This design comes from an exercise in tuning for small area and a short achievable clock period on the open sky130 flow, not from production work.
Where RTL was checked, it was by simulation tests only, not by an equivalence proof against the original.
Power and IR drop assume default switching activity.

==> build 20 <==
==> flow/design.v (excerpt) <==
module bfu_dif_top
  #(parameter  Q_POINT = 8,
    parameter  TW_ROM_DEPTH = 4,
    parameter ADDR_W = $clog2(TW_ROM_DEPTH),
    parameter TW_ROM_FILE = "tw_rom_p_8_st_1_q_8.mem")
   (
     input clk,
     input reset_n,
     input [31:0] a,
     input [31:0] b,
     input [ADDR_W-1:0] tw_addr,
     output [31:0] c_plus,
     output [31:0] c_minus
   );
Settings: LEC_CHECK=0, CAP_MARGIN=20, CORE_MARGIN=2, CORE_UTILIZATION=40, SETUP_SLACK_MARGIN=4.0, SLEW_MARGIN=20; clock period 6.5 ns.
standard.sh (not shown) runs the stock make flow with config.mk's settings and CLKGATE_MAP_FILE= SYNTH_SCRIPT=/design/flow/synth_recipe.tcl, a recipe that flattens the netlist after the stock synthesis.
==> flow/flow/run.sh <==
#!/bin/bash
# Standard layout, with the ports buffered by buf_2 cells instead of the
# cell buffer_ports picks by default, and a clock tree with larger sink
# clusters and no dummy loads. Each ORFS step logs under orfs/logs/.
set -euo pipefail
bash standard.sh BUFFER_PORTS_ARGS="-buffer_cell sky130_fd_sc_hd__buf_2" \
  CTS_ARGS="-sink_clustering_enable -repair_clock_nets -dont_use_dummy_load -sink_clustering_size 30 -sink_clustering_max_diameter 80" \
  finish > standard.log 2>&1
==> inputs of trial 33, as changes to build 20 <==
--- a/flow/design.v
+++ b/flow/design.v
@@ -384,12 +384,10 @@
   wire rc_cc6 = (1'b0 & rT3[10]) | (1'b0 & rT4[6]) | (rT3[10] & rT4[6]);
   wire rc_cs7 = 1'b0 ^ rT3[11] ^ rT4[7];
   wire rc_cc7 = (1'b0 & rT3[11]) | (1'b0 & rT4[7]) | (rT3[11] & rT4[7]);
   wire [7:0] rcS = {rc_cs7, rc_cs6, rc_cs5, rc_cs4, rc_cs3, rc_cs2, rc_cs1, rc_cs0};
   wire [6:0] rcC = {rc_cc6, rc_cc5, rc_cc4, rc_cc3, rc_cc2, rc_cc1, rc_cc0};
-  wire [8:0] rsc = {1'b0, rcS} + {1'b0, {rcC, 1'b0}};
-  wire [7:0] rscv = rsc[7:0];
   wire [11:0] iT2 = kmul(~nk4, uih4[3:0]), iT3 = kmul(~nk4, uih4[7:4]);
   wire [7:0] iT4 = kmul_top(~nk4, uih4[9:8]);
   wire ib_cs0 = iq4[0] ^ iT2[0] ^ 1'b0;
   wire ib_cc0 = (iq4[0] & iT2[0]) | (iq4[0] & 1'b0) | (iT2[0] & 1'b0);
   wire ib_cs1 = iq4[1] ^ iT2[1] ^ 1'b0;
@@ -427,23 +425,22 @@
   wire ic_cc6 = (1'b0 & iT3[10]) | (1'b0 & iT4[6]) | (iT3[10] & iT4[6]);
   wire ic_cs7 = 1'b0 ^ iT3[11] ^ iT4[7];
   wire ic_cc7 = (1'b0 & iT3[11]) | (1'b0 & iT4[7]) | (iT3[11] & iT4[7]);
   wire [7:0] icS = {ic_cs7, ic_cs6, ic_cs5, ic_cs4, ic_cs3, ic_cs2, ic_cs1, ic_cs0};
   wire [6:0] icC = {ic_cc6, ic_cc5, ic_cc4, ic_cc3, ic_cc2, ic_cc1, ic_cc0};
-  wire [8:0] isc = {1'b0, icS} + {1'b0, {icC, 1'b0}};
-  wire [7:0] iscv = isc[7:0];
   reg [31:0] p5;
   reg [7:0] rb5, ib5, rs5, is5;
+  reg [6:0] rk5, ik5;
   reg rc5a, rc5b, ic5a, ic5b;
   always @(posedge clk) begin
     p5 <= p4;
-    rb5 <= rsbv; ib5 <= isbv; rs5 <= rscv; is5 <= iscv;
+    rb5 <= rsbv; ib5 <= isbv; rs5 <= rcS; is5 <= icS; rk5 <= rcC; ik5 <= icC;
     rc5a <= rcba; rc5b <= rcbb; ic5a <= icba; ic5b <= icbb;
   end
   reg [31:0] p6, m6;
   always @(posedge clk) begin
     p6 <= p5;
-    m6 <= {is5 + {7'd0, ic5a} + {7'd0, ic5b}, ib5, rs5 + {7'd0, rc5a} + {7'd0, rc5b}, rb5};
+    m6 <= {is5 + {ik5, ic5a} + {7'd0, ic5b}, ib5, rs5 + {rk5, rc5a} + {7'd0, rc5b}, rb5};
   end
   assign c_plus = p6;
   assign c_minus = m6;
 endmodule
==> flow/flow/run.sh (replaced) <==
#!/bin/bash
# Standard layout, with the ports buffered by buf_2 cells instead of the
# cell buffer_ports picks by default, and a clock tree with larger sink
# clusters and no dummy loads. Each ORFS step logs under orfs/logs/.
set -euo pipefail
bash standard.sh BUFFER_PORTS_ARGS="-buffer_cell sky130_fd_sc_hd__buf_2" \
  CTS_ARGS="-sink_clustering_enable -repair_clock_nets -dont_use_dummy_load -sink_clustering_size 18 -sink_clustering_max_diameter 60 -buf_list sky130_fd_sc_hd__clkbuf_8" \
  finish > standard.log 2>&1
==> results.py <==
metrics = {
    "final_layout": {
        "design_area_sq_um": 20370,
        "drive_gt1_share_pct": 19.38,
        "fill_cells": 4010,
        "layout_common_cells": "dfxtp_1, buf_2, ha_1",
    },
    "yosys": {
        "synth_nets": 1940,
        "netlist_area_sq_um": 17610,
        "synth_compound_area_share_pct": 11.42,
    },
    "floorplanning": {
        "fp.dieH_um": 213.8,
    },
    "setup_path": {
        "worstPathCellList": "buf_4 -> nand2_4 -> o221ai_4 -> a21oi_2 -> fa_2 -> fa_2 -> a21o_1 -> a21o_1 -> nand2_2 -> a21oi_1 -> a211o_1",
    },
    "outcome": {
        "status": "finished clean",
    },
    "placed_design": {
        "hpwl_um": 22700,
    },
    "min_path": {
        "min_from": "p5[3]",
    },
}
Source of the figures above: trial 33

==> results.py <==
metrics = {
    "outcome": {
        "status": "finished clean",
    },
    "yosys": {
        "netlist_area_sq_um": 17540,
        "synth_compound_area_share_pct": 11.87,
        "synth_nets": 1976,
    },
    "final_layout": {
        "design_area_sq_um": 20740,
        "fill_cells": 3964,
    },
    "placed_design": {
        "hpwl_um": 22710,
    },
    "setup_path": {
        "worstPathCellList": "nand2b_4 -> or2_4 -> o21ai_1 -> nor2_1 -> o21a_1 -> fa_2 -> buf_6 -> a211oi_4 -> o21bai_4 -> buf_4 -> o32ai_1 -> a21oi_1",
    },
    "pwr": {
        "pg_comb_mw": 4.84,
        "power_density_nw_per_um2": 496.8,
    },
    "min_path": {
        "min_from": "uih3[7]",
    },
}
Source of the figures above: build 20

Only the layout flow was run in build 20; the RTL was not checked for function there.

## what the ideal ports hide
The results above use ideal ports. As a check the final layouts listed here were re-extracted and re-timed, cells and wires unchanged.
Step 1 (the two cells are an assumption about what drives the block):
set clk [get_ports {clk}]
set_driving_cell -lib_cell sky130_fd_sc_hd__clkbuf_16 $clk
set_driving_cell -lib_cell sky130_fd_sc_hd__buf_2 [delete_from_list [all_inputs] $clk]
Step 2 also shifts input and output timing later by t, the mid clock arrival at the registers, as if the neighbouring blocks saw the same clock.
Three values: ideal, step 1, step 2; two values: the first two.
run	t (ns)	setup slack, ns	hold slack, ns	latest minus earliest clock arrival (ns)	pins driven straight from the clock port
build 20	0.579	3.848 / 3.848 / 3.601	0.314 / 0.314 / 0.314	0.092 / 0.092	1
trial 33	0.611	3.936 / 3.936 / 3.461	0.305 / 0.305 / 0.305	0.105 / 0.105	1
After both steps setup and hold are still met in every run listed. The setup slack of trial 33, which loses most, moves by 0.000 ns with the drivers and by -0.475 ns with both steps.
